Background: an optimization exercise with open tools, aiming at a short achievable clock period and few clock cycles. Do not read the settings as production practice.
In this exercise RTL edits were held to simulation tests only and were not proved equivalent to the original.
Power figures rest on the tool's default switching activity, not on a simulated workload.

--- design/flow/design.v ---
module flopenrc 
#(parameter WIDTH = 8) (
	input logic clk,
  input logic rst_n,
  input logic en,
  input logic clear,
	input logic [WIDTH-1:0] d,
	output logic [WIDTH-1:0] q
);
always @(posedge clk) begin
  if(~rst_n) begin
    q <= 0;
  end else if(clear) begin
    q <= 0;
  end else if(en) begin
    q <= d;
  end
end
endmodule
module ram32x32 (
  input logic clk,
  input logic rst_n,
  input logic i_we,
  input logic [ 4:0] i_waddr,
  input logic [31:0] i_wdata,
  input logic [ 4:0] i_raddr1,
  input logic [ 4:0] i_raddr2,
  output logic [31:0] o_rdata1,
  output logic [31:0] o_rdata2
);
logic [31:0] data_ram_cell [0:31];
always_ff @(posedge clk) begin
  if (~rst_n) begin
    for (int i = 0; i < 32; i++) data_ram_cell[i] <= 32'b0;
  end else if (i_we) begin
    data_ram_cell[i_waddr] <= i_wdata;
  end
end
assign o_rdata1 = data_ram_cell[i_raddr1];
assign o_rdata2 = data_ram_cell[i_raddr2];
endmodule
module riscv_reg(
  input logic clk,
  input logic rst_n,
  input logic i_re1,
  input logic [4:0]  i_raddr1,
  input logic i_re2,
  input logic [4:0]  i_raddr2,
  input logic i_we,
  input logic [4:0] i_waddr,
  input logic [31:0] i_wdata,
  output logic [31:0] o_rdata1,
  output logic [31:0] o_rdata2
);
logic override1;
logic override2;
logic [31:0] or_rdata1;
logic [31:0] or_rdata2;
assign o_rdata1 = override1 ? 32'b0 : or_rdata1;
assign o_rdata2 = override2 ? 32'b0 : or_rdata2;
assign override1 = ~i_re1 || i_raddr1 == 5'b00000;
assign override2 = ~i_re2 || i_raddr2 == 5'b00000;
ram32x32 regfile(
  .clk(clk),
  .rst_n(rst_n),
  .i_we(i_we),
  .i_waddr(i_waddr),
  .i_wdata(i_wdata),
  .i_raddr1(i_raddr1),
  .i_raddr2(i_raddr2),
  .o_rdata1(or_rdata1),
  .o_rdata2(or_rdata2)
);
endmodule
module riscv_if(
  input logic clk,
  input logic rst_n,
  input logic i_ex_jmp,
  input logic i_id_jmp,
  input logic i_stall,
  input logic [31:0] i_boot_addr,
  input logic [31:0] i_ex_target,
  input logic [31:0] i_id_target, 
  output logic [31:0] o_pc,
  output logic [31:0] o_instr,
  output logic [31:0] o_imem_addr,
  input  logic [31:0] i_imem_data
);
logic [31:0] npc;
assign o_imem_addr = npc;
always_comb begin
  if (i_ex_jmp) begin
    npc = i_ex_target;
  end else if (i_id_jmp) begin
    npc = i_id_target;
  end else if (~i_stall) begin
    npc = o_pc;
  end else begin
    npc = o_pc + 4;
  end
end
always_ff @(posedge clk) begin
  if (~rst_n) begin
    o_instr <= 32'b0;
  end else if (~i_stall) begin
    o_instr <= o_instr;
  end else begin
    o_instr <= i_imem_data;
  end 
end
always_ff @(posedge clk) begin
  if (~rst_n) begin
    o_pc <= {i_boot_addr[31:2], 2'b00} - 4;
  end else begin
    o_pc <= npc;
  end
end
endmodule
module riscv_id(
  input logic [31:0] i_instr,
  output logic [6:0] o_opcode,
  output logic [6:0] o_funct7,
  output logic [2:0] o_funct3,
  output logic [31:0] o_imm_num,
  output logic o_src1_reg_en,
  output logic o_src2_reg_en,
  output logic [4:0] o_src1_reg_addr, 
  output logic [4:0] o_src2_reg_addr,
  output logic o_jal,
  output logic o_alures2reg,
  output logic o_memory2reg,
  output logic o_mem_write,
  output logic [4:0] o_dst_reg_addr
);
parameter OP_LUI    = 7'b0110111;
parameter OP_AUIPC  = 7'b0010111;
parameter OP_JAL    = 7'b1101111;
parameter OP_JALR   = 7'b1100111;
parameter OP_BRANCH = 7'b1100011;
parameter OP_LOAD   = 7'b0000011;
parameter OP_STORE  = 7'b0100011;
parameter OP_ALI    = 7'b0010011;  
parameter OP_ALR    = 7'b0110011;  
assign {o_funct7, o_src2_reg_addr, o_src1_reg_addr, o_funct3, o_dst_reg_addr, o_opcode} = i_instr;
localparam UKNOWN_TYPE = 3'd0, R_TYPE = 3'd1, I_TYPE = 3'd2, S_TYPE = 3'd3, B_TYPE = 3'd4, U_TYPE = 3'd5, J_TYPE = 3'd6;
logic [2:0] instr_type;
assign o_jal = (o_opcode == OP_JAL);
assign o_memory2reg = (o_opcode == OP_LOAD);
assign o_mem_write = (o_opcode == OP_STORE);
assign o_alures2reg = (o_opcode == OP_LUI || o_opcode == OP_AUIPC ||
                       o_opcode == OP_JAL || o_opcode == OP_JALR ||
                       o_opcode == OP_ALI || o_opcode == OP_ALR );
always_comb begin
  case(o_opcode)
    OP_LUI : instr_type = U_TYPE;
    OP_AUIPC : instr_type = U_TYPE;
    OP_JAL : instr_type = J_TYPE;
    OP_JALR : instr_type = I_TYPE;
    OP_BRANCH : instr_type = B_TYPE;
    OP_LOAD : instr_type = I_TYPE;
    OP_STORE : instr_type = S_TYPE;
    OP_ALI : instr_type = I_TYPE;
    OP_ALR : instr_type = R_TYPE;
    default : instr_type = UKNOWN_TYPE;
  endcase
end
always_comb begin
  case(instr_type)
    I_TYPE : o_imm_num = {{20{i_instr[31]}}, i_instr[31:20]};
    S_TYPE : o_imm_num = {{20{i_instr[31]}}, i_instr[31:25], i_instr[11:7]};
    B_TYPE : o_imm_num = {{20{i_instr[31]}}, i_instr[7], i_instr[30:25], i_instr[11:8], 1'b0};
    U_TYPE : o_imm_num = {i_instr[31:12], 12'h0};
    J_TYPE : o_imm_num = {{12{i_instr[31]}}, i_instr[19:12], i_instr[20], i_instr[30:21], 1'b0};
    default: o_imm_num = 0;
  endcase
end
always_comb begin
  case(instr_type)
    R_TYPE : {o_src2_reg_en, o_src1_reg_en} = 2'b11;
    I_TYPE : {o_src2_reg_en, o_src1_reg_en} = 2'b01;
    S_TYPE : {o_src2_reg_en, o_src1_reg_en} = 2'b11;
    B_TYPE : {o_src2_reg_en, o_src1_reg_en} = 2'b11;
    default: {o_src2_reg_en, o_src1_reg_en} = 2'b00;
  endcase
end
endmodule
module riscv_alu(
  input logic [6:0] i_opcode,
  input logic [6:0] i_funct7,
  input logic [2:0] i_funct3,
  input logic [31:0] i_num1,
  input logic [31:0] i_num2,
  input logic [31:0] i_imm_num,
  input logic [31:0] i_pc,
  output logic o_if_branch,
  output logic [31:0] o_num,
  output logic [31:0] o_pc
);
parameter OP_JALR   = 7'b1100111;
parameter OP_BRANCH = 7'b1100011;
parameter OP_BEQ    = 3'b000;
parameter OP_BNE    = 3'b001;
parameter OP_BLT    = 3'b100;
parameter OP_BGE    = 3'b101;
parameter OP_BLTU   = 3'b110;
parameter OP_BGEU   = 3'b111;
logic [ 4:0] shamt, shamt_rs;
logic [31:0] num1_plus_imm;
logic [31:0] pc_plus_imm;
logic signed [31:0] i_num1s, i_num2s, i_imm_nums;
assign shamt         = i_imm_num[4:0];
assign shamt_rs      = i_num2[4:0];
assign num1_plus_imm = i_num1 + i_imm_num;
assign pc_plus_imm   = i_pc + i_imm_num;
assign i_num1s       = i_num1;
assign i_num2s       = i_num2;
assign i_imm_nums    = i_imm_num;
always_comb begin : PC_handle
  case(i_opcode)
    OP_JALR: begin
      o_if_branch = 1'b1;
      o_pc        = {num1_plus_imm[31:1], 1'b0};
    end   
    OP_BRANCH: begin
      case(i_funct3)
        OP_BEQ:  o_if_branch = (i_num1  == i_num2 );
        OP_BNE:  o_if_branch = (i_num1  != i_num2 );
        OP_BLT:  o_if_branch = (i_num1s <  i_num2s);
        OP_BGE:  o_if_branch = (i_num1s >= i_num2s);
        OP_BLTU: o_if_branch = (i_num1  <  i_num2 );
        OP_BGEU: o_if_branch = (i_num1  >= i_num2 );
        default: o_if_branch = 1'b0;  
      endcase
      o_pc        = pc_plus_imm;
    end
    default: begin
      o_if_branch = 1'b0;  
      o_pc        = 32'b0;
    end
  endcase
end
always_comb begin : ONUM_handle
  casex({i_funct7,i_funct3,i_opcode})
    17'bxxxxxxx_xxx_0110111: o_num = i_imm_num;      
    17'bxxxxxxx_xxx_0010111: o_num = pc_plus_imm;    
    17'bxxxxxxx_xxx_110x111: o_num = i_pc + 4;       
    17'bxxxxxxx_000_0010011: o_num = num1_plus_imm;  
    17'bxxxxxxx_010_0010011: o_num = (i_num1s < i_imm_nums) ? 1 : 0;  
    17'bxxxxxxx_011_0010011: o_num = (i_num1 < i_imm_num) ? 1 : 0;  
    17'bxxxxxxx_100_0010011: o_num = i_num1 ^ i_imm_num;  
    17'bxxxxxxx_110_0010011: o_num = i_num1 | i_imm_num;  
    17'bxxxxxxx_111_0010011: o_num = i_num1 & i_imm_num;  
    17'b0000000_001_0010011: o_num = i_num1 << shamt;  
    17'b0000000_101_0010011: o_num = i_num1 >> shamt;  
    17'b0100000_101_0010011: o_num = i_num1s >>> shamt;  
    17'b0000000_000_0110011: o_num = i_num1 + i_num2;  
    17'b0100000_000_0110011: o_num = i_num1 - i_num2;  
    17'b0000000_001_0110011: o_num = i_num1 << shamt_rs;  
    17'b0000000_010_0110011: o_num = (i_num1s < i_num2s) ? 1 : 0;  
    17'b0000000_011_0110011: o_num = (i_num1 < i_num2) ? 1 : 0;  
    17'b0000000_100_0110011: o_num = i_num1 ^ i_num2;  
    17'b0000000_101_0110011: o_num = i_num1 >> shamt_rs;  
    17'b0100000_101_0110011: o_num = i_num1s >>> shamt_rs;  
    17'b0000000_110_0110011: o_num = i_num1 | i_num2;  
    17'b0000000_111_0110011: o_num = i_num1 & i_num2;  
    default:                 o_num = 0;  
  endcase
end
endmodule
module riscv_mem(
  input logic i_re,
  input logic i_we,
  input logic [2:0] i_funct3,
  input logic [31:0] i_addr,
  input logic [31:0] i_wdata,
  output logic [31:0] o_rdata,
  output logic [31:0] o_dmem_rd_addr,
  input  logic [31:0] i_dmem_rd_data,
  output logic o_dmem_wr_req,
  output logic [3:0] o_dmem_wr_be,
  output logic [31:0] o_dmem_wr_addr,
  output logic [31:0] o_dmem_wr_data
);
logic [31:0] addr_bus;
logic [1:0] addr_lsb;
logic [31:0] rdata;
logic [3:0] byte_enable;
logic [31:0] wdata;
assign addr_bus = {i_addr[31:2], 2'b00};
assign addr_lsb = i_addr[1:0];
assign o_dmem_rd_addr = i_re ? addr_bus : 32'b0;
assign rdata = i_dmem_rd_data;
assign o_dmem_wr_req = i_we;
assign o_dmem_wr_be = i_we ? byte_enable : 4'h0;
assign o_dmem_wr_addr = i_we ? addr_bus : 32'b0;
assign o_dmem_wr_data = i_we ? wdata : 32'b0;
always_comb begin
  casex(i_funct3)
    3'bx00: begin
      if (addr_lsb == 2'b00) begin 
        byte_enable = 4'b0001;
      end else if (addr_lsb == 2'b01) begin
        byte_enable = 4'b0010;
      end else if (addr_lsb == 2'b10) begin
        byte_enable = 4'b0100;
      end else begin
        byte_enable = 4'b1000;
      end
    end
    3'bx01: begin
      if (addr_lsb == 2'b00) begin 
        byte_enable = 4'b0011;
      end else if (addr_lsb == 2'b10) begin
        byte_enable = 4'b1100;
      end else begin
        byte_enable = 4'b0000;
      end
    end
    3'b010: begin
      if (addr_lsb == 2'b00) begin 
        byte_enable = 4'b1111;
      end else begin
        byte_enable = 4'b0000;
      end   
    end
    default: begin
      byte_enable = 4'b0000;
    end
  endcase
end
always_comb begin
  casex(i_funct3)
    3'bx00: begin
      if (addr_lsb == 2'b00) begin 
        wdata = {24'b0, i_wdata[7:0]};
      end else if (addr_lsb == 2'b01) begin
        wdata = {16'b0, i_wdata[7:0], 8'b0};
      end else if (addr_lsb == 2'b10) begin
        wdata = {8'b0, i_wdata[7:0], 16'b0};
      end else begin
        wdata = {i_wdata[7:0], 24'b0};
      end
    end
    3'bx01: begin
      if (addr_lsb == 2'b00) begin 
        wdata = {16'b0, i_wdata[15:0]};
      end else if (addr_lsb == 2'b10) begin
        wdata = {i_wdata[15:0], 16'b0};
      end else begin
        wdata = 32'b0;
      end
    end
    3'b010: begin
      if (addr_lsb == 2'b00) begin 
        wdata = i_wdata;
      end else begin
        wdata = 32'b0;
      end   
    end
    default: begin
      wdata = 32'b0;
    end
  endcase
end
always_comb begin
  if(i_re) begin
    case(i_funct3)
      3'b000: if (addr_lsb==2'b00) o_rdata = {{24{rdata[7]}}, rdata[7:0]};
              else if(addr_lsb==2'b01) o_rdata = {{24{rdata[15]}}, rdata[15:8]};
              else if(addr_lsb==2'b10) o_rdata = {{24{rdata[23]}}, rdata[23:16]};
              else o_rdata = {{24{rdata[31]}}, rdata[31:24]};
      3'b100: if (addr_lsb==2'b00) o_rdata = {24'b0, rdata[7:0]};
              else if(addr_lsb==2'b01) o_rdata = {24'b0, rdata[15: 8]};
              else if(addr_lsb==2'b10) o_rdata = {24'b0, rdata[23:16]};
              else o_rdata = {24'b0, rdata[31:24]};
      3'b001: if (addr_lsb==2'b00) o_rdata = {{16{rdata[15]}}, rdata[15:0]};
              else if(addr_lsb==2'b10) o_rdata = {{16{rdata[31]}}, rdata[31:16]};
              else o_rdata = 0;
      3'b101: if (addr_lsb==2'b00) o_rdata = {16'b0, rdata[15:0]};
              else if(addr_lsb==2'b10) o_rdata = {16'b0, rdata[31:16]};
              else o_rdata = 0;
      3'b010: if(addr_lsb==2'b00) o_rdata = rdata;
              else o_rdata = 0;
      default: o_rdata = 0;
    endcase
  end else begin
    o_rdata = 0;
  end
end
endmodule
module riscv_hazard(
  input logic clk,
  input logic rst_n,
  input logic i_src1_reg_en,
  input logic i_src2_reg_en,
  input logic [4:0] i_src1_reg_addr,
  input logic [4:0] i_src2_reg_addr,
  input logic i_dst_reg_enE,
  input logic i_dst_reg_enM,
  input logic i_dst_reg_enB,
  input logic [4:0] i_dst_reg_addrE,
  input logic [4:0] i_dst_reg_addrM,
  input logic [4:0] i_dst_reg_addrB,
  input logic i_jalD,  
  input logic i_ex_branchE,
  input logic i_bus_stallM,
  output logic o_stallFD,o_flushFD,
  output logic o_stallDE,o_flushDE,
  output logic o_stallEM,o_flushEM,
  output logic o_stallMB,o_flushMB,
  output logic o_stallF
);
logic [3:0] pipeline_stall;
logic [3:0] pipeline_flush;
logic stall_bus, stall_conflict;
assign {o_flushFD,o_flushDE,o_flushEM,o_flushMB} = pipeline_flush;
assign {o_stallFD,o_stallDE,o_stallEM,o_stallMB} = pipeline_stall;
assign o_stallF = stall_bus & stall_conflict;
always_comb begin
  if (~rst_n) begin
    pipeline_flush = 4'b0000;
    stall_conflict = 1'b1;
  end else if (i_ex_branchE) begin
    pipeline_flush = 4'b1100;
    stall_conflict = 1'b1;
  end else if (i_src1_reg_en && i_src1_reg_addr != 5'b00000) begin
    if (i_dst_reg_enE && i_dst_reg_addrE == i_src1_reg_addr) begin
      pipeline_flush = 4'b0100;
      stall_conflict = 1'b0;
    end else if (i_dst_reg_enM && i_dst_reg_addrM == i_src1_reg_addr) begin
      pipeline_flush = 4'b0100;
      stall_conflict = 1'b0;
    end else if (i_dst_reg_enB && i_dst_reg_addrB == i_src1_reg_addr) begin
      pipeline_flush = 4'b0100;
      stall_conflict = 1'b0;
    end else if (i_src2_reg_en && i_src2_reg_addr != 5'b00000) begin
      if (i_dst_reg_enE && i_dst_reg_addrE == i_src2_reg_addr) begin
        pipeline_flush = 4'b0100;
        stall_conflict = 1'b0;
      end else if (i_dst_reg_enM && i_dst_reg_addrM == i_src2_reg_addr) begin
        pipeline_flush = 4'b0100;
        stall_conflict = 1'b0;
      end else if (i_dst_reg_enB && i_dst_reg_addrB == i_src2_reg_addr) begin
        pipeline_flush = 4'b0100;
        stall_conflict = 1'b0;
      end else begin
        pipeline_flush = 4'b0000;
        stall_conflict = 1'b1;
      end
    end else begin
      pipeline_flush = 4'b0000;
      stall_conflict = 1'b1;
    end
  end else if (i_src2_reg_en && i_src2_reg_addr != 5'b00000) begin
    if (i_dst_reg_enE && i_dst_reg_addrE == i_src2_reg_addr) begin
      pipeline_flush = 4'b0100;
      stall_conflict = 1'b0;
    end else if (i_dst_reg_enM && i_dst_reg_addrM == i_src2_reg_addr) begin
      pipeline_flush = 4'b0100;
      stall_conflict = 1'b0;
    end else if (i_dst_reg_enB && i_dst_reg_addrB == i_src2_reg_addr) begin
      pipeline_flush = 4'b0100;
      stall_conflict = 1'b0;
    end else begin
      pipeline_flush = 4'b0000;
      stall_conflict = 1'b1;
    end
  end else if (i_jalD) begin
    pipeline_flush = 4'b1000;
    stall_conflict = 1'b1;
  end else begin
    pipeline_flush = 4'b0000;
    stall_conflict = 1'b1;
  end
end
always_comb begin
  stall_bus = 1;
  if (~rst_n) begin
    pipeline_stall = 4'b1111;
    stall_bus = 1;
  end else if (i_bus_stallM) begin
    pipeline_stall = 4'b0001;
    stall_bus = 0;
  end else if (i_src1_reg_en && i_src1_reg_addr != 5'b00000) begin
    if (i_dst_reg_enE && i_dst_reg_addrE == i_src1_reg_addr) begin
      pipeline_stall = 4'b0111;
    end else if (i_dst_reg_enM && i_dst_reg_addrM == i_src1_reg_addr) begin
      pipeline_stall = 4'b0111;
    end else if (i_dst_reg_enB && i_dst_reg_addrB == i_src1_reg_addr) begin
      pipeline_stall = 4'b0111;
    end else if (i_src2_reg_en && i_src2_reg_addr != 5'b00000) begin
      if (i_dst_reg_enE && i_dst_reg_addrE == i_src2_reg_addr) begin
        pipeline_stall = 4'b0111;
      end else if (i_dst_reg_enM && i_dst_reg_addrM == i_src2_reg_addr) begin
        pipeline_stall = 4'b0111;
      end else if (i_dst_reg_enB && i_dst_reg_addrB == i_src2_reg_addr) begin
        pipeline_stall = 4'b0111;
      end else begin
        pipeline_stall = 4'b1111;
      end
    end else begin
      pipeline_stall = 4'b1111;
    end
  end else if (i_src2_reg_en && i_src2_reg_addr != 5'b00000) begin
    if (i_dst_reg_enE && i_dst_reg_addrE == i_src2_reg_addr) begin
      pipeline_stall = 4'b0111;
    end else if (i_dst_reg_enM && i_dst_reg_addrM == i_src2_reg_addr) begin
      pipeline_stall = 4'b0111;
    end else if (i_dst_reg_enB && i_dst_reg_addrB == i_src2_reg_addr) begin
      pipeline_stall = 4'b0111;
    end else begin
      pipeline_stall = 4'b1111;
    end
  end else begin
    pipeline_stall = 4'b1111;
    stall_bus = 1;
  end
end
endmodule
module riscv_pipeline(
  input logic clk,
  input logic rst_n,
  input logic [31:0] i_boot_addr,
  output logic [31:0] imem_rd_addr,
  input  logic [31:0] imem_rd_data,
  output logic [31:0] dmem_rd_addr,
  input  logic [31:0] dmem_rd_data,
  output logic        dmem_wr_req,
  output logic [3:0]  dmem_wr_be,
  output logic [31:0] dmem_wr_addr,
  output logic [31:0] dmem_wr_data
);
logic [31:2] pcF;         
logic [31:2] pcHn;        
wire  [31:2] pcH = ~pcHn;
logic        vD;
logic [31:0] instD;
logic [31:2] pcD;
logic        ptD;         
logic [31:2] ptgtD;       
logic [31:0] aE, bE, sdE;
logic        sdFwdE;       
logic [31:0] linkE;
logic [31:2] btgtE;
logic [31:2] pcE;
logic [31:2] ptgtE;
logic        ptE, jalE, ncE;    
logic [4:0]  rdE;
logic [2:0]  f3E;
logic        wenE, loadE, storeE, brE, jalrE, predE;
logic        eqBrE;         
logic        invE;          
logic [31:2] altE;          
logic        subE, arithE, cmpuE;
logic        selSumE, selLtE, selXorE, selOrE, selAndE, selSllE, selSrE, selLinkE;
logic [31:0] resM, sdM;        
logic [31:0] resMn;            
wire  [31:0] resMi = ~resMn;
logic [3:0]  beM;
logic [4:0]  rdM;
logic [2:0]  f3M;
logic        wenM, loadM, wreqM;
logic [31:0] resW;
logic [4:0]  rdW;
logic        wenW;
logic [31:0] rf [1:31];
logic [31:1] rfv;
assign imem_rd_addr = {pcF, 2'b00};
localparam NB = 8;
logic [NB-1:0] bV, bPt, bUn;
localparam TB = 11;              
logic [TB:2]   bPc [NB];
logic [31:2]   bTg [NB];
logic [1:0]    bCt [NB];
logic [2:0]    bPtr;
logic [NB-1:0] hitF;
logic [31:2]   btbTgtF;
always_comb begin
  btbTgtF = '0;
  for (int i = 0; i < NB; i++) begin
    hitF[i] = bPt[i] & (bPc[i] == pcH[TB:2]);
    btbTgtF = btbTgtF | ({30{hitF[i]}} & bTg[i]);
  end
end
wire btbTakeF = |hitF;
logic        uV, uTaken, uUn, uJalr;
logic [31:2] uPc, uTgt;
logic [NB-1:0] um;
always_comb for (int i = 0; i < NB; i++) um[i] = bV[i] & (bPc[i] == uPc[TB:2]);
wire uHit = |um;
wire [31:2] uTgtX = uJalr ? jtgtM : uTgt;
always_ff @(posedge clk) begin
  if (~rst_n) begin
    bV <= '0; bPt <= '0; bPtr <= '0;
  end else if (uV) begin
    if (uHit) begin
      for (int i = 0; i < NB; i++) if (um[i]) begin
        logic [1:0] c;
        c = uTaken ? ((bCt[i] == 2'b11) ? 2'b11 : bCt[i] + 2'd1)
                   : ((bCt[i] == 2'b00) ? 2'b00 : bCt[i] - 2'd1);
        bCt[i] <= c;
        bTg[i] <= uTgtX;
        bUn[i] <= uUn;
        bPt[i] <= uUn | c[1];
      end
    end else if (uTaken) begin
      bV[bPtr]  <= 1'b1;
      bPt[bPtr] <= 1'b1;
      bPc[bPtr] <= uPc[TB:2];
      bTg[bPtr] <= uTgtX;
      bCt[bPtr] <= 2'b10;
      bUn[bPtr] <= uUn;
      bPtr <= bPtr + 3'd1;
    end
  end
end
wire [4:0] opD  = instD[6:2];
wire [2:0] f3D  = instD[14:12];
wire [4:0] rdD  = instD[11:7];
wire [4:0] rs1D = instD[19:15];
wire [4:0] rs2D = instD[24:20];
logic isLuiD, isAuipcD, isJalD, isJalrD, isBrD, isLoadD, isStoreD, isAluiD, isAlurD;
logic use1D, use2D, wrD;
logic [31:0] immD;
wire isAluD = isAluiD | isAlurD;
wire [31:0] iF = imem_rd_data;
wire [4:0] opF = iF[6:2];
wire fLui   = opF == 5'b01101;
wire fAuipc = opF == 5'b00101;
wire fJal   = opF == 5'b11011;
wire fJalr  = opF == 5'b11001;
wire fBr    = opF == 5'b11000;
wire fLoad  = opF == 5'b00000;
wire fStore = opF == 5'b01000;
wire fAlui  = opF == 5'b00100;
wire fAlur  = opF == 5'b01100;
logic [31:0] immF;
always_comb begin
  if (fStore)            immF = {{20{iF[31]}}, iF[31:25], iF[11:7]};
  else if (fBr)          immF = {{20{iF[31]}}, iF[7], iF[30:25], iF[11:8], 1'b0};
  else if (fLui|fAuipc)  immF = {iF[31:12], 12'h0};
  else if (fJal)         immF = {{12{iF[31]}}, iF[19:12], iF[20], iF[30:21], 1'b0};
  else                   immF = {{20{iF[31]}}, iF[31:20]};
end
wire [31:0] pcD32 = {pcD, 2'b00};
wire [31:0] tgtD  = pcD32 + immD;
wire [31:0] link4D = pcD32 + 32'd4;
logic [31:0] resE;        
logic [31:0] mresM;       
logic [31:0] ldM;         
wire [31:0] rf1 = (rs1D != 5'd0 && rfv[rs1D]) ? rf[rs1D] : 32'd0;
wire [31:0] rf2 = (rs2D != 5'd0 && rfv[rs2D]) ? rf[rs2D] : 32'd0;
wire e1 = wenE & (rdE == rs1D);
wire m1 = wenM & (rdM == rs1D);
wire w1 = wenW & (rdW == rs1D);
wire e2 = wenE & (rdE == rs2D);
wire m2 = wenM & (rdM == rs2D);
wire w2 = wenW & (rdW == rs2D);
wire [31:0] rs1q = (m1 & ~loadM) ? resMi : w1 ? resW : rf1;
wire [31:0] rs2q = (m2 & ~loadM) ? resMi : w2 ? resW : rf2;
wire        aFromE = e1 & ~isLuiD & ~isAuipcD;
wire        aSelSum = aFromE & selSumE;
wire        aSelOth = aFromE & ~selSumE;
wire        aSelLd  = ~e1 & m1 & loadM & ~isLuiD & ~isAuipcD;
wire        aSelQ   = ~aFromE & ~aSelLd;
wire [31:0] aQ      = isLuiD ? 32'd0 : (isAuipcD ? pcD32 : rs1q);
wire        bReg    = use2D & ~isStoreD;
wire        bFromE  = e2 & bReg;
wire        bSelSum = bFromE & selSumE;
wire        bSelOth = bFromE & ~selSumE;
wire        bSelLd  = bReg & ~e2 & m2 & loadM;
wire        bSelQ   = ~bFromE & ~bSelLd;
wire [31:0] bQ      = bReg ? rs2q : immD;
wire        sdSelLd = m2 & loadM;
logic misE, jmisE;
logic misM, jmisM;
logic killQ;
logic [31:2] altM, jtgtM;
wire redirM = misM | jmisM;
logic fmisE, zQ;
wire killE  = redirM | zQ;
wire vDk     = vD & ~redirM & ~killQ & ~zQ;
wire stallD  = vDk & loadE & ((use1D & (rdE == rs1D)) | (use2D & ~isStoreD & (rdE == rs2D)));
wire predD   = ~ptD & (isJalD | (isBrD & instD[31]));    
wire redirD  = vDk & predD & ~stallD;
wire goD     = vDk & ~stallD;               
wire keepF   = ~redirM;
wire selHold = keepF & stallD;
wire selRedD = keepF & ~stallD & redirD;
wire seqOk   = keepF & ~stallD & ~redirD;
wire selBtb  = seqOk & btbTakeF;
wire selSeq  = seqOk & ~btbTakeF;
wire [31:2] pcInc = pcH + 30'd1;
wire [31:2] newR  = ({30{misM}}    & altM)
                  | ({30{jmisM}}   & jtgtM)
                  | ({30{selHold}} & pcH)
                  | ({30{selRedD}} & tgtD[31:2])
                  | ({30{selBtb}}  & btbTgtF)
                  | ({30{selSeq}}  & pcInc);
wire [31:2] newF  = fmisE ? altE : newR;
always_ff @(posedge clk) begin
  if (~rst_n) begin
    pcF   <= i_boot_addr[31:2];
    pcHn  <= ~i_boot_addr[31:2];
    vD    <= 1'b0;
    killQ <= 1'b0;
    zQ    <= 1'b0;
  end else begin
    zQ    <= fmisE;
    pcF <= newF;
    pcHn <= ~newF;
    if (~stallD) vD <= ~redirD;
    killQ <= redirM;
  end
end
always_ff @(posedge clk) begin
  if (~stallD) begin
    instD <= imem_rd_data;
    isLuiD <= fLui; isAuipcD <= fAuipc; isJalD <= fJal; isJalrD <= fJalr; isBrD <= fBr;
    isLoadD <= fLoad; isStoreD <= fStore; isAluiD <= fAlui; isAlurD <= fAlur;
    use1D <= fJalr | fBr | fLoad | fStore | fAlui | fAlur;
    use2D <= fBr | fStore | fAlur;
    wrD   <= (fLui | fAuipc | fJal | fJalr | fLoad | fAlui | fAlur) & (iF[11:7] != 5'd0);
    immD  <= immF;
    pcD   <= pcH;
    ptD   <= btbTakeF;
    ptgtD <= btbTgtF;
  end
end
always_ff @(posedge clk) begin
  if (~rst_n) begin
    wenE <= 1'b0; loadE <= 1'b0; storeE <= 1'b0; brE <= 1'b0; jalrE <= 1'b0; jalE <= 1'b0; ncE <= 1'b0;
    eqBrE <= 1'b0;
  end else begin
    jalE   <= goD & isJalD;
    ncE    <= goD & ~isJalD & ~isJalrD & ~isBrD;
    wenE   <= goD & wrD;
    loadE  <= goD & isLoadD;
    storeE <= goD & isStoreD;
    brE    <= goD & isBrD;
    eqBrE  <= goD & isBrD & ~f3D[2] & (rs2D == 5'd0);
    jalrE  <= goD & isJalrD;
  end
end
always_ff @(posedge clk) begin
  aE    <= ({32{aSelSum}} & sumE) | ({32{aSelOth}} & resOE) | ({32{aSelLd}} & ldM) | ({32{aSelQ}} & aQ);
  bE    <= ({32{bSelSum}} & sumE) | ({32{bSelOth}} & resOE) | ({32{bSelLd}} & ldM) | ({32{bSelQ}} & bQ);
  sdE   <= sdSelLd ? ldM : rs2q;
  sdFwdE <= e2;
  linkE <= link4D;
  btgtE <= tgtD[31:2];
  rdE   <= rdD;
  f3E   <= f3D;
  predE <= ptD | instD[31];
  invE  <= f3D[0] ^ (ptD | instD[31]);
  altE  <= (ptD | instD[31]) ? link4D[31:2] : tgtD[31:2];
  ptE   <= ptD;
  ptgtE <= ptgtD;
  pcE   <= pcD;
  subE  <= isAlurD & (f3D == 3'b000) & instD[30];
  arithE <= instD[30];
  cmpuE <= isBrD ? f3D[1] : f3D[0];
  selSumE  <= isLuiD | isAuipcD | isLoadD | isStoreD | (isAluD & f3D == 3'b000);
  selLtE   <= isAluD & (f3D == 3'b010 || f3D == 3'b011);
  selXorE  <= isAluD & f3D == 3'b100;
  selOrE   <= isAluD & f3D == 3'b110;
  selAndE  <= isAluD & f3D == 3'b111;
  selSllE  <= isAluD & f3D == 3'b001;
  selSrE   <= isAluD & f3D == 3'b101;
  selLinkE <= isJalD | isJalrD;
end
wire [31:0] sumE = aE + (bE ^ {32{subE}}) + {31'd0, subE};
wire ltuE = aE < bE;
wire ltE  = (aE[31] ^ bE[31]) ? (cmpuE ? bE[31] : aE[31]) : ltuE;
wire eqE  = aE == bE;
wire [31:0] sllE = aE << bE[4:0];
wire signed [31:0] aEs = aE;
wire [31:0] sraE = aEs >>> bE[4:0];
wire [31:0] srE  = arithE ? sraE : (aE >> bE[4:0]);
logic [31:0] resOE;      
assign resOE = ({32{selLtE}}   & {31'd0, ltE})
            | ({32{selXorE}}  & (aE ^ bE))
            | ({32{selOrE}}   & (aE | bE))
            | ({32{selAndE}}  & (aE & bE))
            | ({32{selSllE}}  & sllE)
            | ({32{selSrE}}   & srE)
            | ({32{selLinkE}} & linkE);
assign resE = ({32{selSumE}} & sumE) | resOE;
wire condE  = f3E[2] ? ltE : eqE;
wire takenE = condE ^ f3E[0];
logic jeqE;
always_comb begin
  logic c;
  jeqE = 1'b1;
  c = (aE[1] & bE[1]) | ((aE[1] ^ bE[1]) & aE[0] & bE[0]);
  for (int i = 2; i < 32; i++) begin
    if ((aE[i] ^ bE[i] ^ c) != ptgtE[i]) jeqE = 1'b0;
    c = (aE[i] & bE[i]) | ((aE[i] ^ bE[i]) & ~ptgtE[i]);
  end
end
wire tgtOkE = ptgtE == btgtE;
assign fmisE  = eqBrE & ~killE & ((aE == 32'd0) ^ invE);
assign misE   = ~killE & ((brE & ~eqBrE & (takenE ^ predE))
                        | (brE & takenE & predE & ptE & ~tgtOkE)
                        | (jalE & ptE & ~tgtOkE)
                        | (ncE & ptE));
assign jmisE  = jalrE & ~killE & ~(ptE & jeqE);
logic [3:0]  beE;
logic [31:0] sdalE;
wire  [31:0] sdv = sdFwdE ? mresM : sdE;
always_comb begin
  case (f3E[1:0])
    2'b00:   begin beE = 4'b0001 << sumE[1:0];         sdalE = {4{sdv[7:0]}};  end
    2'b01:   begin beE = sumE[1] ? 4'b1100 : 4'b0011;  sdalE = {2{sdv[15:0]}}; end
    default: begin beE = 4'b1111;                      sdalE = sdv;            end
  endcase
end
always_ff @(posedge clk) begin
  if (~rst_n) begin
    wenM <= 1'b0; loadM <= 1'b0; wreqM <= 1'b0; uV <= 1'b0; misM <= 1'b0; jmisM <= 1'b0;
  end else begin
    uV    <= (brE | jalrE | jalE) & ~killE;
    wenM  <= wenE & ~killE;
    loadM <= loadE & ~killE;
    wreqM <= storeE & ~killE;
    misM  <= misE;
    jmisM <= jmisE;
  end
end
always_ff @(posedge clk) begin
  resM <= resE;
  resMn <= ~resE;
  altM  <= (jalE | (brE & takenE)) ? btgtE : linkE[31:2];    
  jtgtM <= sumE[31:2];
  uPc    <= pcE;
  uTgt   <= btgtE;
  uJalr  <= jalrE;
  uTaken <= ~brE | takenE;
  uUn    <= ~brE;
  sdM  <= sdalE;
  beM  <= beE;
  rdM  <= rdE;
  f3M  <= f3E;
end
assign dmem_rd_addr = resM;
assign dmem_wr_req  = wreqM;
assign dmem_wr_be   = beM;
assign dmem_wr_addr = resM;
assign dmem_wr_data = sdM;
logic [3:0]  lbSelM;             
logic        hi1M, hi3M;         
logic        ldWM;               
logic [3:0]  sxBM;               
logic        sxH1M, sxH3M;       
wire  [1:0]  aoE = sumE[1:0];
always_ff @(posedge clk) begin
  lbSelM[0] <= (f3E[1:0] == 2'b00 & aoE == 2'd0) | (f3E[1:0] == 2'b01 & ~aoE[1]) | f3E[1];
  lbSelM[1] <= (f3E[1:0] == 2'b00 & aoE == 2'd1);
  lbSelM[2] <= (f3E[1:0] == 2'b00 & aoE == 2'd2) | (f3E[1:0] == 2'b01 & aoE[1]);
  lbSelM[3] <= (f3E[1:0] == 2'b00 & aoE == 2'd3);
  hi1M      <= (f3E[1:0] == 2'b01 & ~aoE[1]) | f3E[1];
  hi3M      <= (f3E[1:0] == 2'b01 & aoE[1]);
  ldWM      <= f3E[1];
  for (int k = 0; k < 4; k++) sxBM[k] <= (f3E == 3'b000) & (aoE == 2'(k));
  sxH1M     <= (f3E == 3'b001) & ~aoE[1];
  sxH3M     <= (f3E == 3'b001) & aoE[1];
end
wire [7:0] ln0 = dmem_rd_data[7:0],   ln1 = dmem_rd_data[15:8];
wire [7:0] ln2 = dmem_rd_data[23:16], ln3 = dmem_rd_data[31:24];
wire extB = (sxBM[0] & ln0[7]) | (sxBM[1] & ln1[7]) | (sxBM[2] & ln2[7]) | (sxBM[3] & ln3[7]);
wire extH = (sxH1M & ln1[7]) | (sxH3M & ln3[7]);
assign ldM[7:0]   = ({8{lbSelM[0]}} & ln0) | ({8{lbSelM[1]}} & ln1) | ({8{lbSelM[2]}} & ln2) | ({8{lbSelM[3]}} & ln3);
assign ldM[15:8]  = ({8{hi1M}} & ln1) | ({8{hi3M}} & ln3) | {8{extB}};
assign ldM[31:16] = ldWM ? {ln3, ln2} : {16{extB | extH}};
assign mresM = loadM ? ldM : resMi;
always_ff @(posedge clk) begin
  if (~rst_n) wenW <= 1'b0;
  else        wenW <= wenM;
end
always_ff @(posedge clk) begin
  resW <= mresM;
  rdW  <= rdM;
end
always_ff @(posedge clk) begin
  if (~rst_n) rfv <= '0;
  else if (wenW) rfv[rdW] <= 1'b1;
end
always_ff @(posedge clk) begin
  if (wenW) rf[rdW] <= resW;
end
endmodule
--- design/flow/constraint.sdc ---
create_clock -name core_clock -period 10.0 [get_ports {clk}]
set_input_delay 2.0000 -clock core_clock [delete_from_list [all_inputs] [get_ports {clk}]]
set_output_delay 2.0000 -clock core_clock [all_outputs]
set_load 0.01 [all_outputs]
--- design/flow/standard.sh ---
#!/bin/bash
# synth_recipe.tcl (not shown) runs the flow's synth.tcl, then flattens the netlist and writes it again
# the make line also repeats each setting of config.mk as NAME=value (left out here)
make -C /OpenROAD-flow-scripts/flow DESIGN_CONFIG=/design/flow/config.mk WORK_HOME=/design/flow/orfs CLKGATE_MAP_FILE= SYNTH_SCRIPT=/design/flow/synth_recipe.tcl "${@:-finish}"
--- design/flow/config.mk ---
export PLATFORM = sky130hd
export DESIGN_NAME = riscv_pipeline
export DESIGN_NICKNAME = riscv_pipeline
export VERILOG_FILES = /design/flow/design.v
export SDC_FILE = /design/flow/constraint.sdc
export NUM_CORES = 4
export LEC_CHECK = 0
export CAP_MARGIN = 20
export CORE_MARGIN = 2
export CORE_UTILIZATION = 40
export SLEW_MARGIN = 20
--- design/flow/flow/run.sh ---
#!/bin/bash
set -euo pipefail
bash standard.sh SETUP_SLACK_MARGIN=7 GPL_TIMING_DRIVEN=1 MATCH_CELL_FOOTPRINT=0 \
  'BUFFER_PORTS_ARGS=-buffer_cell sky130_fd_sc_hd__buf_4' finish > make_finish.log 2>&1
==> results.cfg, run 1 <==
[timing]
setup_tns_ps = 0
post-route-period-util_pct = 35.2
fmax_mhz = 284
skew_final_ps = 120
slew_headroom_pct = 16.6
finalSetupViolCount = 0
timing_worst_slew_pin_value_ps = 1250
rsz0062_at_grt = yes
final-max-slew-violation-count = 0
hold_viol_final = 0
final_period_minus_worst_setup_slack_ps = 3520

[cts]
cts-buffers-inserted = 218
clkLatencyLatePin_ps = 930
clk_transition_reported_paths_ps = 70
cts_sinks = 2097
clockRootBuffer = sky130_fd_sc_hd__clkbuf_16
tritoncts_clock_tree = done
cts_hold_repair.buffers = 0
ctsHtreeMaxLevel = 4
clockBufferDepth = 3

[logic_synthesis]
yosys_register_bits = 2097
synthesis.instances = 7569
yosys_warnings = 1
post_synth_edffs = 1436
synthesis.area_um2 = 101000
synth-main-ff-cell = sky130_fd_sc_hd__edfxtp_1
syn_area_per_cell_um2 = 13.4
netlist-cell-type-count = 93
synth_async_reset_ratio_pct = 0
synth_sequential_area_ratio_pct = 55.7

[die]
fp-row-count = 184
pin_count = 231
initial_core_util_pct = 40.2
die_height_um = 507
area_of_the_placeable_core_um2 = 251000
dieWidth_um = 507
dieArea_um2 = 257000

[finish]
fin_nets = 8638
layout.filler_cells = 20900
layout.cells.most_common_list = 1436 x sky130_fd_sc_hd__edfxtp_1, 620 x sky130_fd_sc_hd__buf_4, 589 x sky130_fd_sc_hd__mux4_2
area_growth_pct = 28.3
layout-drive-gt1-share_pct = 37.9
utilization_of_the_core_after_routing_pct = 51.6
most_common_cell_after_layout_fill_and_taps_aside = sky130_fd_sc_hd__edfxtp_1

[grt]
antenna_violations_before_repair = 50
grt_start_max_net_pins = 70
grt_first_pass_wirelength_um = 576000
number_of_global_route_vias_before_repair = 73200
grt_remaining_overflow = 0
grt.total_usage_pct = 31.9

[worst_setup_path]
r2r.worst_path.cells = 15
crit_end = bE[14]
reg2reg_to = bE[14]
cp-end-kind = register
worst_ep_required_time_ps = 10720
critPathLaunchType = register
reg2reg_slack_ps = 6480
timing_worst_setup_path_type = reg -> reg
r2r-start = subE
crit_path_start = subE
worstPathMaxFanout = 8
crit_arrival_ps = 4250

[routing]
drt_first_iter_violations = 10000
routed_wire_length_per_instance_um = 35.7
route.antenna.remaining_nets = 0
drt-pass1-iter-count = 8
avgViaCountPerCell = 6.41
routed_wirelength_um = 426000
remaining_drc_errors = 0
dr_total_vias = 76400

[pwr]
leakagePower_nw = 46.2
powerDensity_nw_per_um2 = 179
ir_worst_vdd_v = 0.000177

[run]
timing.max_cap.violations = 0

[worst_hold_path]
timing.hold.worst.class = reg -> reg

[placement]
routability_congestion_estimate = 1.00
dpl.hpwl_um = 266000
numPortBuffers = 224

[run_status]
run_status = no timing/DRC/antenna violations
==> cells in the mapped netlist (41+ instances only) <==
cell / n / area share, %
sky130_fd_sc_hd__edfxtp_1: 1436 / 43
sky130_fd_sc_hd__dfxtp_1: 661 / 13
sky130_fd_sc_hd__mux4_2: 589 / 13
sky130_fd_sc_hd__nor2_1: 516 / 1.9
sky130_fd_sc_hd__nand2_1: 389 / 1.4
sky130_fd_sc_hd__a21oi_1: 368 / 1.8
sky130_fd_sc_hd__clkbuf_1: 333 / 1.2
sky130_fd_sc_hd__mux2i_1: 301 / 3.0
sky130_fd_sc_hd__xnor2_1: 282 / 2.4
sky130_fd_sc_hd__o21ai_0: 236 / 1.2
sky130_fd_sc_hd__inv_1: 230 / 0.85
sky130_fd_sc_hd__ha_1: 177 / 2.2
sky130_fd_sc_hd__nand3_1: 132 / 0.65
sky130_fd_sc_hd__mux2_2: 126 / 1.4
sky130_fd_sc_hd__a221oi_1: 125 / 1.1
sky130_fd_sc_hd__xor2_1: 125 / 1.1
sky130_fd_sc_hd__a22oi_1: 113 / 0.84
sky130_fd_sc_hd__nor3_1: 97 / 0.48
sky130_fd_sc_hd__nand4_1: 94 / 0.58
sky130_fd_sc_hd__a211oi_1: 83 / 0.62
sky130_fd_sc_hd__a21o_1: 73 / 0.54
sky130_fd_sc_hd__buf_1: 70 / 0.26
sky130_fd_sc_hd__nor4_1: 67 / 0.41
sky130_fd_sc_hd__buf_2: 60 / 0.30
sky130_fd_sc_hd__o211ai_1: 59 / 0.44
sky130_fd_sc_hd__and3_1: 58 / 0.36
sky130_fd_sc_hd__a22o_1: 52 / 0.45
sky130_fd_sc_hd__or3_1: 46 / 0.28
sky130_fd_sc_hd__buf_4: 42 / 0.31
sky130_fd_sc_hd__a31oi_1: 41 / 0.25
==> critical path: stages, from the launching register on <==
cell	delay, ps
sky130_fd_sc_hd__dfxtp_4	410
sky130_fd_sc_hd__buf_12	170
sky130_fd_sc_hd__buf_16	180
sky130_fd_sc_hd__xor2_1	180
sky130_fd_sc_hd__ha_2	330
sky130_fd_sc_hd__o21a_1	180
sky130_fd_sc_hd__o31a_1	120
sky130_fd_sc_hd__o41a_1	420
sky130_fd_sc_hd__buf_4	160
sky130_fd_sc_hd__buf_6	120
sky130_fd_sc_hd__o21ai_4	220
sky130_fd_sc_hd__buf_6	130
sky130_fd_sc_hd__nor2b_4	200
sky130_fd_sc_hd__xnor2_4	120
sky130_fd_sc_hd__a221oi_2	230
sky130_fd_sc_hd__a21bo_2	250
==> routing by layer <==
layer,GRT usage [%],wire length (um),up-vias,share of wire (%)
li1,-,-,31100,-
met4,21.1,34800,26,8.2
met3,7.66,47400,1329,11
met5,0,161,-,0.038
met1,39.9,152000,38800,36
met2,49.2,192000,5124,45
==> worst min path at each step <==
| stage | from | to | slack, ps | depth (start not counted) |
|---|---|---|---|---|
| after floorplan | pcE[0] | uPc[0] | 310 | 0 |
| after global placement | pcE[1] | uPc[1] | 310 | 0 |
| after detailed placement | pcE[6] | uPc[6] | 310 | 0 |
| after CTS | jalrE | uJalr | 320 | 0 |
| after global routing | pcE[7] | uPc[7] | 330 | 0 |
| final | jalrE | uJalr | 320 | 0 |
==> stage by stage <==
step	setup WS [ps]	hold WS, ps	total power [mW]	cells	cell area [um^2]
2_1_floorplan	6580	310	12.2	7570	102000
3_3_place_gp	4870	314	13.6	10800	107000
3_5_place_dp	4840	314	13.7	10800	107000
4_1_cts	6530	317	22.8	11700	126000
5_1_grt	6420	333	23.8	11900	130000
6_report	6480	320	23.2	11900	130000
==> power by group <==
group / switching [mW] / internal (mW) / total [mW]
logic: 2.68 / 1.92 / 4.60
registers: 0.516 / 9.83 / 10.3
clock network: 3.60 / 4.68 / 8.29
==> flip-flops by register name, indices dropped and copies added, names as in the netlist, 31 cells and up, named ones only <==
register,cells
rf,992
bTg,240
bPc,80
aE,32
bE,32
immD,32
resM,32
resMn,32
resW,32
sdE,32
sdM,32
rfv,31
==> logic make-up after synthesis <==
group	Yosys count	share of synthesized area, %
compound gates	1486	10.1
xor+xnor	409	3.56
fa+ha+maj	183	2.27
buf+inv	748	3.07
flops	2097	55.7
mux	1017	17.5
other cells	1	0.00371
simple gates	1628	7.76
==> final cells by class <==
type	instances	area, um^2	area share (%)
clock buffer	288	6010	4.63
antenna	23	57.6	0.0444
clock inverter	120	1310	1.01
timing repair inverter	5	48.8	0.0376
timing repair buffer	1068	11400	8.78
tap	3348	4190	3.23
multi-input combinational	4737	48900	37.8
sequential	2097	56700	43.7
inverter	234	988	0.762
==> repair_timing <==
item,CTS,global route
pin swaps,218,253
buffers inserted,434,161
cloned,48,7
setup endpoints to repair,1010,634
resized for setup,1417,528
Testbench counts, summed over its fixed seeds: cycles 25,350.
==> inputs of run 2 (changes only) <==
--- a/design/flow/design.v
+++ b/design/flow/design.v
@@ -549,9 +549,8 @@
 logic [2:0]  f3E;
 logic        wenE, loadE, storeE, brE, jalrE, predE;
 logic        eqBrE;         
-logic        invE;          
 logic [31:2] altE;          
-logic        subE, arithE, cmpuE;
+logic        selSubE, arithE, cmpuE;
 logic        selSumE, selLtE, selXorE, selOrE, selAndE, selSllE, selSrE, selLinkE;
 logic [31:0] resM, sdM;        
 logic [31:0] resMn;            
@@ -675,7 +674,8 @@
 logic misE, jmisE;
 logic misM, jmisM;
 logic killQ;
-logic [31:2] altM, jtgtM;
+logic [31:2] altM, jtgtM, btgtM;
+logic        fixM;       
 wire redirM = misM | jmisM;
 logic fmisE, zQ;
 wire killE  = redirM | zQ;
@@ -691,7 +691,8 @@
 wire selBtb  = seqOk & btbTakeF;
 wire selSeq  = seqOk & ~btbTakeF;
 wire [31:2] pcInc = pcH + 30'd1;
-wire [31:2] newR  = ({30{misM}}    & altM)
+wire [31:2] newR  = ({30{misM & ~fixM}} & altM)
+                  | ({30{misM & fixM}}  & btgtM)
                   | ({30{jmisM}}   & jtgtM)
                   | ({30{selHold}} & pcH)
                   | ({30{selRedD}} & tgtD[31:2])
@@ -738,7 +739,7 @@
     loadE  <= goD & isLoadD;
     storeE <= goD & isStoreD;
     brE    <= goD & isBrD;
-    eqBrE  <= goD & isBrD & ~f3D[2] & (rs2D == 5'd0);
+    eqBrE  <= goD & isBrD & ~f3D[2];
     jalrE  <= goD & isJalrD;
   end
 end
@@ -752,15 +753,14 @@
   rdE   <= rdD;
   f3E   <= f3D;
   predE <= ptD | instD[31];
-  invE  <= f3D[0] ^ (ptD | instD[31]);
   altE  <= (ptD | instD[31]) ? link4D[31:2] : tgtD[31:2];
   ptE   <= ptD;
   ptgtE <= ptgtD;
   pcE   <= pcD;
-  subE  <= isAlurD & (f3D == 3'b000) & instD[30];
+  selSubE <= isAlurD & (f3D == 3'b000) & instD[30];
   arithE <= instD[30];
   cmpuE <= isBrD ? f3D[1] : f3D[0];
-  selSumE  <= isLuiD | isAuipcD | isLoadD | isStoreD | (isAluD & f3D == 3'b000);
+  selSumE  <= isLuiD | isAuipcD | isLoadD | isStoreD | (isAluD & f3D == 3'b000 & ~(isAlurD & instD[30]));
   selLtE   <= isAluD & (f3D == 3'b010 || f3D == 3'b011);
   selXorE  <= isAluD & f3D == 3'b100;
   selOrE   <= isAluD & f3D == 3'b110;
@@ -769,7 +769,8 @@
   selSrE   <= isAluD & f3D == 3'b101;
   selLinkE <= isJalD | isJalrD;
 end
-wire [31:0] sumE = aE + (bE ^ {32{subE}}) + {31'd0, subE};
+wire [31:0] sumE  = aE + bE;
+wire [31:0] diffE = aE - bE;
 wire ltuE = aE < bE;
 wire ltE  = (aE[31] ^ bE[31]) ? (cmpuE ? bE[31] : aE[31]) : ltuE;
 wire eqE  = aE == bE;
@@ -779,6 +780,7 @@
 wire [31:0] srE  = arithE ? sraE : (aE >> bE[4:0]);
 logic [31:0] resOE;      
 assign resOE = ({32{selLtE}}   & {31'd0, ltE})
+            | ({32{selSubE}}  & diffE)
             | ({32{selXorE}}  & (aE ^ bE))
             | ({32{selOrE}}   & (aE | bE))
             | ({32{selAndE}}  & (aE & bE))
@@ -799,7 +801,7 @@
   end
 end
 wire tgtOkE = ptgtE == btgtE;
-assign fmisE  = eqBrE & ~killE & ((aE == 32'd0) ^ invE);
+assign fmisE  = eqBrE & ~killE & (eqE ^ f3E[0] ^ predE);
 assign misE   = ~killE & ((brE & ~eqBrE & (takenE ^ predE))
                         | (brE & takenE & predE & ptE & ~tgtOkE)
                         | (jalE & ptE & ~tgtOkE)
@@ -830,7 +832,9 @@
 always_ff @(posedge clk) begin
   resM <= resE;
   resMn <= ~resE;
-  altM  <= (jalE | (brE & takenE)) ? btgtE : linkE[31:2];    
+  altM  <= (jalE | (brE & ~predE)) ? btgtE : linkE[31:2];
+  btgtM <= btgtE;
+  fixM  <= brE & takenE & ptE & ~tgtOkE;
   jtgtM <= sumE[31:2];
   uPc    <= pcE;
   uTgt   <= btgtE;
==> results.cfg, run 2 <==
[pwr]
seq_power_share_pct = 46.0
leakagePower_nw = 44.8
fin_total_pwr_mw = 22.3
power.internal_mw = 16.1
p_comb_share_pct = 15.5
ir_worst_vdd_v = 0.000199
share_of_total_power_consumed_by_net_switching_pct = 27.6
p_clk_share_pct = 38.6
switchingPower_mw = 6.15
powerDensity_nw_per_um2 = 175

[cts]
cts_sinks = 2097
tritoncts_clock_tree = done
clockRootBuffer = sky130_fd_sc_hd__clkbuf_16
clkLatencyLatePin_ps = 910
cts-buffers-inserted = 221
clk_transition_reported_paths_ps = 70
ctsHtreeMaxLevel = 4
clockBufferDepth = 3

[die]
die_height_um = 507
dieArea_um2 = 257000
dieWidth_um = 507
fp-row-count = 184
initial_core_util_pct = 40.2
pin_count = 231
area_of_the_placeable_core_um2 = 251000

[timing]
skew_final_ps = 80.4
timing_worst_slew_pin_value_ps = 1260
rsz0062_at_grt = yes
hold_viol_final = 0
final-max-slew-violation-count = 0
post-route-period-util_pct = 34.7
fmax_mhz = 288
fin_ws_ps = 6530
setup_tns_ps = 0
final_period_minus_worst_setup_slack_ps = 3470
slew_headroom_pct = 15.3
finalSetupViolCount = 0

[placement]
numPortBuffers = 224
dpl.hpwl_um = 249000
post-place-ws_ps = 4770
routability_congestion_estimate = 1.01

[logic_synthesis]
synth_xor_area_share_pct = 3.42
post_synth_main_area_contributors = sky130_fd_sc_hd__edfxtp_1 43%, sky130_fd_sc_hd__mux4_2 13%, sky130_fd_sc_hd__dfxtp_1 13%
synth_top_cell_by_area = sky130_fd_sc_hd__edfxtp_1
synth_top_family_by_area = multiplexers
synth_sequential_area_ratio_pct = 55.8
synthesis.instances = 7600
synth_async_reset_ratio_pct = 0
syn_area_per_cell_um2 = 13.3
post_synth_and_or_nand_nor_area_fraction_pct = 7.47
synth_compound_gate_area_share_pct = 10.1
post_synth_edffs = 1436
yosys_warnings = 1
synth.most_common_cell = sky130_fd_sc_hd__edfxtp_1
netlist-cell-type-count = 108
yosys_register_bits = 2097
synth_top_cells_by_count = 1436 x sky130_fd_sc_hd__edfxtp_1, 661 x sky130_fd_sc_hd__dfxtp_1, 606 x sky130_fd_sc_hd__nor2_1
synthDominantCellAreaShare_pct = 42.7
synthAdderAreaFrac_pct = 1.94
synthesis.area_um2 = 101000
synth-main-ff-cell = sky130_fd_sc_hd__edfxtp_1
synthMuxAreaShare_pct = 17.8

[routing]
dr.max_layer_used = met5
drt_first_iter_violations = 10100
route.met3.wl_um = 38700
wl_met2_um = 187000
remaining_drc_errors = 0
drt-pass1-iter-count = 9
route.antenna.remaining_nets = 0
routed_wirelength_um = 403000
dr_total_vias = 74100
avgViaCountPerCell = 6.29
routed_wire_length_per_instance_um = 34.2
met1_length_um = 147000

[worst_setup_path]
timing_worst_setup_path_type = reg -> out
crit_arrival_ps = 1470
cp-end-kind = output pin
worst_ep_required_time_ps = 8000
worst_path_dominant_cell_family = flip-flops
critical_path_buf_inv_count = 1
max_stage_delay_ps = 470
reg2reg_to = pcF[9]
critPathSlowestCell = sky130_fd_sc_hd__dfxtp_4
critPathLaunchType = register
reg2reg_slack_ps = 6530
worstPathMaxFanout = 2
r2r.worst_path.cells = 16
worstPathCellList = buf_6
r2r-start = instD[20]

[grt]
antenna_violations_before_repair = 41
number_of_global_route_vias_before_repair = 72300
grt.total_usage_pct = 30.4
grt_start_max_net_pins = 90
grt_remaining_overflow = 0
grt_first_pass_wirelength_um = 554000

[worst_hold_path]
timing.hold.worst.class = reg -> reg
min_to = rdE[3]
min-delay-start = instD[10]
holdPathStages = 0

[run_status]
run_status = no timing/DRC/antenna violations

[finish]
largest_register_ffs = 992
utilization_of_the_core_after_routing_pct = 50.7
layout.cells.most_common_list = 1436 x sky130_fd_sc_hd__edfxtp_1, 605 x sky130_fd_sc_hd__mux4_2, 525 x sky130_fd_sc_hd__nor2_1
top_register = rf
area_growth_pct = 26.1
most_common_cell_after_layout_fill_and_taps_aside = sky130_fd_sc_hd__edfxtp_1
layout-drive-gt1-share_pct = 37.2
biggestRegsByFlops = rf x992, bTg x240, bPc x80
fin_nets = 8458

[run]
timing.max_cap.violations = 0
==> run 2: cell types whose count changed in the layout (fill, tap and decap cells not counted), sizes merged, moves of 23 or more <==
cell and delta:
inv +24, nand2 +28, a21oi +52, buf -168, mux2i -29, and3 -24, nor3 +23, ha -31
nor2 +93, nand4 -32, a221oi -28, xor2 +47, o21ai +34, xnor2 -64
==> run 2: kinds of logic (layout without fill, tap and decap cells) <==
logic type | after synthesis | in the layout
simple gates | 1632 | 1646
fa+ha+maj | 156 | 156
flops | 2097 | 2097
xor+xnor | 392 | 392
other cells | 1 | 32
compound gates | 1501 | 1501
buf+inv | 801 | 1592
mux | 1020 | 1020
==> run 2: final cells by class <==
class	instances	area, um^2
timing repair inverter	1	7.51
antenna	30	75.1
clock inverter	119	1380
fill	21200	124000
inverter	270	1140
tap	3348	4190
sequential	2097	56800
multi-input combinational	4717	47900
clock buffer	299	6260
timing repair buffer	903	9680
==> run 2: power groups by stage <==
stage	clock network, mW	logic [mW]	registers, mW
after floorplan	0	1.63	10.1
after global placement	0	2.50	10.4
after detailed placement	0	2.52	10.4
after CTS	8.67	3.19	10.2
after global routing	9.00	3.55	10.3
final	8.60	3.45	10.3
==> run 2: worst max-delay path by stage <==
| stage | start | to | slack, ps | cells past startpoint |
|---|---|---|---|---|
| after floorplan | dmem_rd_data[7] | bE[27] | 6380 | 10 |
| after global placement | aE[31] | pcF[24] | 4760 | 12 |
| after detailed placement | aE[31] | pcF[24] | 4770 | 12 |
| after CTS | resM[10] | dmem_rd_addr[10] | 6500 | 1 |
| after global routing | bE[3] | bE[21] | 6510 | 17 |
| final | resM[10] | dmem_wr_addr[10] | 6530 | 1 |
==> run 2: per-layer routing <==
| layer | GRT usage [%] | vias to the layer above |
|---|---|---|
| li1 | - | 30600 |
| met1 | 38.2 | 38100 |
| met2 | 48.1 | 4410 |
| met3 | 6.14 | 1021 |
| met4 | 19.2 | 6 |
| met5 | 0 | - |
==> run 2: per-stage QoR <==
| stage | hold slack, ps | instance area [um^2] | cells |
|---|---|---|---|
| finish | 295 | 127000 | 11800 |
| CTS | 297 | 124000 | 11600 |
| detailed placement | 312 | 107000 | 10800 |
| global placement | 315 | 107000 | 10800 |
| global route | 325 | 127000 | 11800 |
| floorplan | 310 | 102000 | 7601 |
==> run 2: timing repair <==
action,CTS,global route
buffers inserted,370,107
setup endpoints to repair,1199,534
gates cloned,53,7
hold endpoints to repair,0,0
pin swaps,274,224
hold buffers,0,0
gates resized for setup,1418,380
==> run 2: worst register-to-register path: stages (launching register included) <==
cell	delay, ps
sky130_fd_sc_hd__edfxtp_1	460
sky130_fd_sc_hd__buf_4	170
sky130_fd_sc_hd__buf_6	100
sky130_fd_sc_hd__buf_6	110
sky130_fd_sc_hd__buf_6	110
sky130_fd_sc_hd__xor2_2	140
sky130_fd_sc_hd__nor3_2	180
sky130_fd_sc_hd__buf_4	160
sky130_fd_sc_hd__nand3_4	70
sky130_fd_sc_hd__a21o_1	210
sky130_fd_sc_hd__and2_4	160
sky130_fd_sc_hd__buf_12	150
sky130_fd_sc_hd__a222oi_1	620
sky130_fd_sc_hd__o211ai_1	220
sky130_fd_sc_hd__a211oi_2	300
sky130_fd_sc_hd__a211o_1	150
sky130_fd_sc_hd__inv_1	50
Testbench counts of run 2, summed over its fixed seeds: cycles 25,327.
==> inputs of run 3 (changes only) <==
--- a/design/flow/design.v
+++ b/design/flow/design.v
@@ -549,6 +549,7 @@
 logic [2:0]  f3E;
 logic        wenE, loadE, storeE, brE, jalrE, predE;
 logic        eqBrE;         
+logic        invE;          
 logic [31:2] altE;          
 logic        selSubE, arithE, cmpuE;
 logic        selSumE, selLtE, selXorE, selOrE, selAndE, selSllE, selSrE, selLinkE;
@@ -739,7 +740,7 @@
     loadE  <= goD & isLoadD;
     storeE <= goD & isStoreD;
     brE    <= goD & isBrD;
-    eqBrE  <= goD & isBrD & ~f3D[2];
+    eqBrE  <= goD & isBrD & ~f3D[2] & (rs2D == 5'd0);
     jalrE  <= goD & isJalrD;
   end
 end
@@ -753,6 +754,7 @@
   rdE   <= rdD;
   f3E   <= f3D;
   predE <= ptD | instD[31];
+  invE  <= f3D[0] ^ (ptD | instD[31]);
   altE  <= (ptD | instD[31]) ? link4D[31:2] : tgtD[31:2];
   ptE   <= ptD;
   ptgtE <= ptgtD;
@@ -801,7 +803,7 @@
   end
 end
 wire tgtOkE = ptgtE == btgtE;
-assign fmisE  = eqBrE & ~killE & (eqE ^ f3E[0] ^ predE);
+assign fmisE  = eqBrE & ~killE & ((aE == 32'd0) ^ invE);
 assign misE   = ~killE & ((brE & ~eqBrE & (takenE ^ predE))
                         | (brE & takenE & predE & ptE & ~tgtOkE)
                         | (jalE & ptE & ~tgtOkE)
==> results.cfg, run 3 <==
[cts]
clockBufferDepth = 3
ctsHtreeMaxLevel = 4
cts-buffers-inserted = 215
clockRootBuffer = sky130_fd_sc_hd__clkbuf_16
clk_transition_reported_paths_ps = 70
tritoncts_clock_tree = done
clkLatencyLatePin_ps = 910
cts_sinks = 2098
cts_hold_repair.buffers = 0

[run]
timing.max_cap.violations = 0

[finish]
layout.filler_cells = 20600
largest_register_ffs = 992
utilization_of_the_core_after_routing_pct = 51.2
top_register = rf
final_cells = 11700
final_cell_area_um2 = 129000
biggestRegsByFlops = rf x992, bTg x240, bPc x80
fin_nets = 8424
sequential_cell_area_um2 = 56800
layout-drive-gt1-share_pct = 38.8
multi_input_comb_area_um2 = 47300
layout.cells.most_common_list = 1436 x sky130_fd_sc_hd__edfxtp_1, 640 x sky130_fd_sc_hd__mux4_2, 623 x sky130_fd_sc_hd__buf_4
most_common_cell_after_layout_fill_and_taps_aside = sky130_fd_sc_hd__edfxtp_1
area_growth_pct = 27.6

[grt]
grt_remaining_overflow = 0
antenna_violations_before_repair = 37
grt_first_pass_wirelength_um = 536000
grt_start_max_net_pins = 81
grt.total_usage_pct = 29.4
number_of_global_route_vias_before_repair = 70600

[worst_setup_path]
cp-end-kind = register
crit_arrival_ps = 4300
critPathLaunchType = register
worstPathMaxFanout = 6
worst_ep_required_time_ps = 10670
timing_worst_setup_path_type = reg -> reg

[logic_synthesis]
synth.most_common_cell = sky130_fd_sc_hd__edfxtp_1
synthesis.instances = 7433
synthDominantCellAreaShare_pct = 42.8
yosys_register_bits = 2098
syn_area_per_cell_um2 = 13.6
synthesis.area_um2 = 101000
synth-main-ff-cell = sky130_fd_sc_hd__edfxtp_1
post_synth_edffs = 1436
synth_sequential_area_ratio_pct = 56.0
netlist-cell-type-count = 112
synth_top_cells_by_count = 1436 x sky130_fd_sc_hd__edfxtp_1, 662 x sky130_fd_sc_hd__dfxtp_1, 638 x sky130_fd_sc_hd__mux4_2
synth_top_cell_by_area = sky130_fd_sc_hd__edfxtp_1
post_synth_main_area_contributors = sky130_fd_sc_hd__edfxtp_1 43%, sky130_fd_sc_hd__mux4_2 14%, sky130_fd_sc_hd__dfxtp_1 13%
yosys_warnings = 1
synth_async_reset_ratio_pct = 0

[timing]
setup_tns_ps = 0
skew_final_ps = 105
final_period_minus_worst_setup_slack_ps = 3630
rsz0062_at_grt = yes
finalSetupViolCount = 0
worst_hold_slack_ps = 319
slew_headroom_pct = 24.2
timing_worst_slew_pin_value_ps = 1140
post-route-period-util_pct = 36.3
fmax_mhz = 275
final-max-slew-violation-count = 0
hold_viol_final = 0

[die]
dieArea_um2 = 256000
fp-row-count = 184
dieWidth_um = 506
area_of_the_placeable_core_um2 = 251000
initial_core_util_pct = 40.1
die_height_um = 506
pin_count = 231

[pwr]
ir_worst_vdd_v = 0.000219
powerDensity_nw_per_um2 = 175
leakagePower_nw = 45.3

[routing]
drt_first_iter_violations = 10700
routed_wirelength_um = 395000
dr_total_vias = 73900
remaining_drc_errors = 0
route.antenna.remaining_nets = 0
drt-pass1-iter-count = 7
routed_wire_length_per_instance_um = 33.6
avgViaCountPerCell = 6.30

[placement]
dpl.hpwl_um = 234000
placed_area_um2 = 106000
routability_congestion_estimate = 1.01
placedCellCount = 10600
numPortBuffers = 224

[worst_hold_path]
timing.hold.worst.class = reg -> reg

[run_status]
run_status = no timing/DRC/antenna violations
[run 3: cell type report]
| type | count | share of cell area, % |
|---|---|---|
| Tap cell | 3348 | 3.26 |
| Antenna cell | 18 | 0.0350 |
| Multi-Input combinational cell | 4562 | 36.8 |
| Inverter | 253 | 0.832 |
| Clock inverter | 149 | 1.51 |
| Timing Repair Buffer | 1042 | 8.84 |
| Timing Repair inverter | 5 | 0.0438 |
| Clock buffer | 261 | 4.49 |
| Sequential cell | 2098 | 44.2 |
[run 3: cell families (layout without fill, tap and decap cells)]
| group | after synthesis | after routing | synth area share, % |
|---|---|---|---|
| compound gates | 1460 | 1461 | 9.88 |
| xor+xnor | 392 | 392 | 3.42 |
| fa+ha+maj | 153 | 153 | 1.91 |
| buf+inv | 789 | 1710 | 3.47 |
| flops | 2098 | 2098 | 56.0 |
| mux | 1018 | 1018 | 18.3 |
| other cells | 1 | 20 | 0.00372 |
| simple gates | 1522 | 1536 | 7.03 |
[run 3: repair_timing]
item,in CTS,in global routing
endpoints found under the setup margin,1012,735
cloned,70,25
setup buffers,340,246
resized for setup,1189,492
pin swaps,216,281
[run 3: path summary, 6_finish.rpt]
| check | from | endpoint | slack, ps | cells after the start |
|---|---|---|---|---|
| setup reg to reg | bE[4] | bE[26] | 6370 | 15 |
| setup / recovery | bE[4] | bE[26] | 6370 | 15 |
| hold / removal | pcE[0] | uPc[0] | 320 | 0 |
| hold reg to reg | pcE[0] | uPc[0] | 320 | 0 |
[run 3: metal layers]
metal | vias to the layer above | wire length (um) | GRT usage, %
li1 | 30300 | - | -
met1 | 37700 | 144000 | 36.9
met2 | 4670 | 181000 | 46.1
met3 | 1136 | 39800 | 6.46
met4 | 10 | 29700 | 18.7
met5 | - | 70 | 0
[run 3: stage by stage]
step / power (mW) / setup WS, ps
global placement: 12.8 / 5090
global route: 23.0 / 6430
CTS: 22.1 / 6530
floorplan: 11.8 / 6530
detailed placement: 12.9 / 5110
finish: 22.5 / 6370
[run 3: power by group]
part / switching (mW) / leakage, nW / internal (mW)
Combinational: 1.99 / 22.7 / 1.55
Sequential: 0.496 / 18.8 / 9.75
Clock: 3.62 / 3.74 / 5.05
Total: 6.11 / 45.3 / 16.4
[run 3: critical path, stage by stage, from the launching register on]
cell and delay (ps):
sky130_fd_sc_hd__dfxtp_4 370, sky130_fd_sc_hd__buf_12 120, sky130_fd_sc_hd__clkinvlp_4 100, sky130_fd_sc_hd__buf_8 140, sky130_fd_sc_hd__ha_4 320, sky130_fd_sc_hd__nor2b_4 60
sky130_fd_sc_hd__o21a_1 190, sky130_fd_sc_hd__o311a_4 340, sky130_fd_sc_hd__o31ai_4 270, sky130_fd_sc_hd__o2111a_2 300, sky130_fd_sc_hd__o41ai_2 80, sky130_fd_sc_hd__xnor2_1 140
sky130_fd_sc_hd__o21ai_1 180, sky130_fd_sc_hd__mux2i_2 90, sky130_fd_sc_hd__buf_4 190, sky130_fd_sc_hd__o211ai_1 520
Testbench counts of run 3, summed over its fixed seeds: cycles 25,350.

[afterwards: timing with drivers on the ports]
The flow's constraints put no driver on any port. The routed layouts listed below were extracted and timed again, unchanged, in two steps.
Step 1 assumes that a clkbuf_16 drives the clock port and a buf_2 every other input.
Step 2 also shifts input and output timing later by t, the mid clock arrival at the registers, as if the neighbouring blocks saw the same clock.
Three values: no drivers, after step 1, after step 2; two values: the first two.
run	t, ns	slack for setup (ns)	worst hold slack (ns)	worst data-port slew with drivers (ns)	cell pins on the clock port's net
run 1	0.963	6.478 / 6.478 / 5.837	0.320 / 0.320 / 0.320	0.20	1
run 2	0.967	6.526 / 6.431 / 5.715	0.295 / 0.295 / 0.295	0.22	1
run 3	0.950	6.367 / 6.367 / 5.808	0.319 / 0.319 / 0.319	0.28	1
After both steps every run listed still meets setup and hold. For run 2, which loses most, drivers alone change the setup slack by -0.095 ns; drivers and shift together by -0.811 ns.
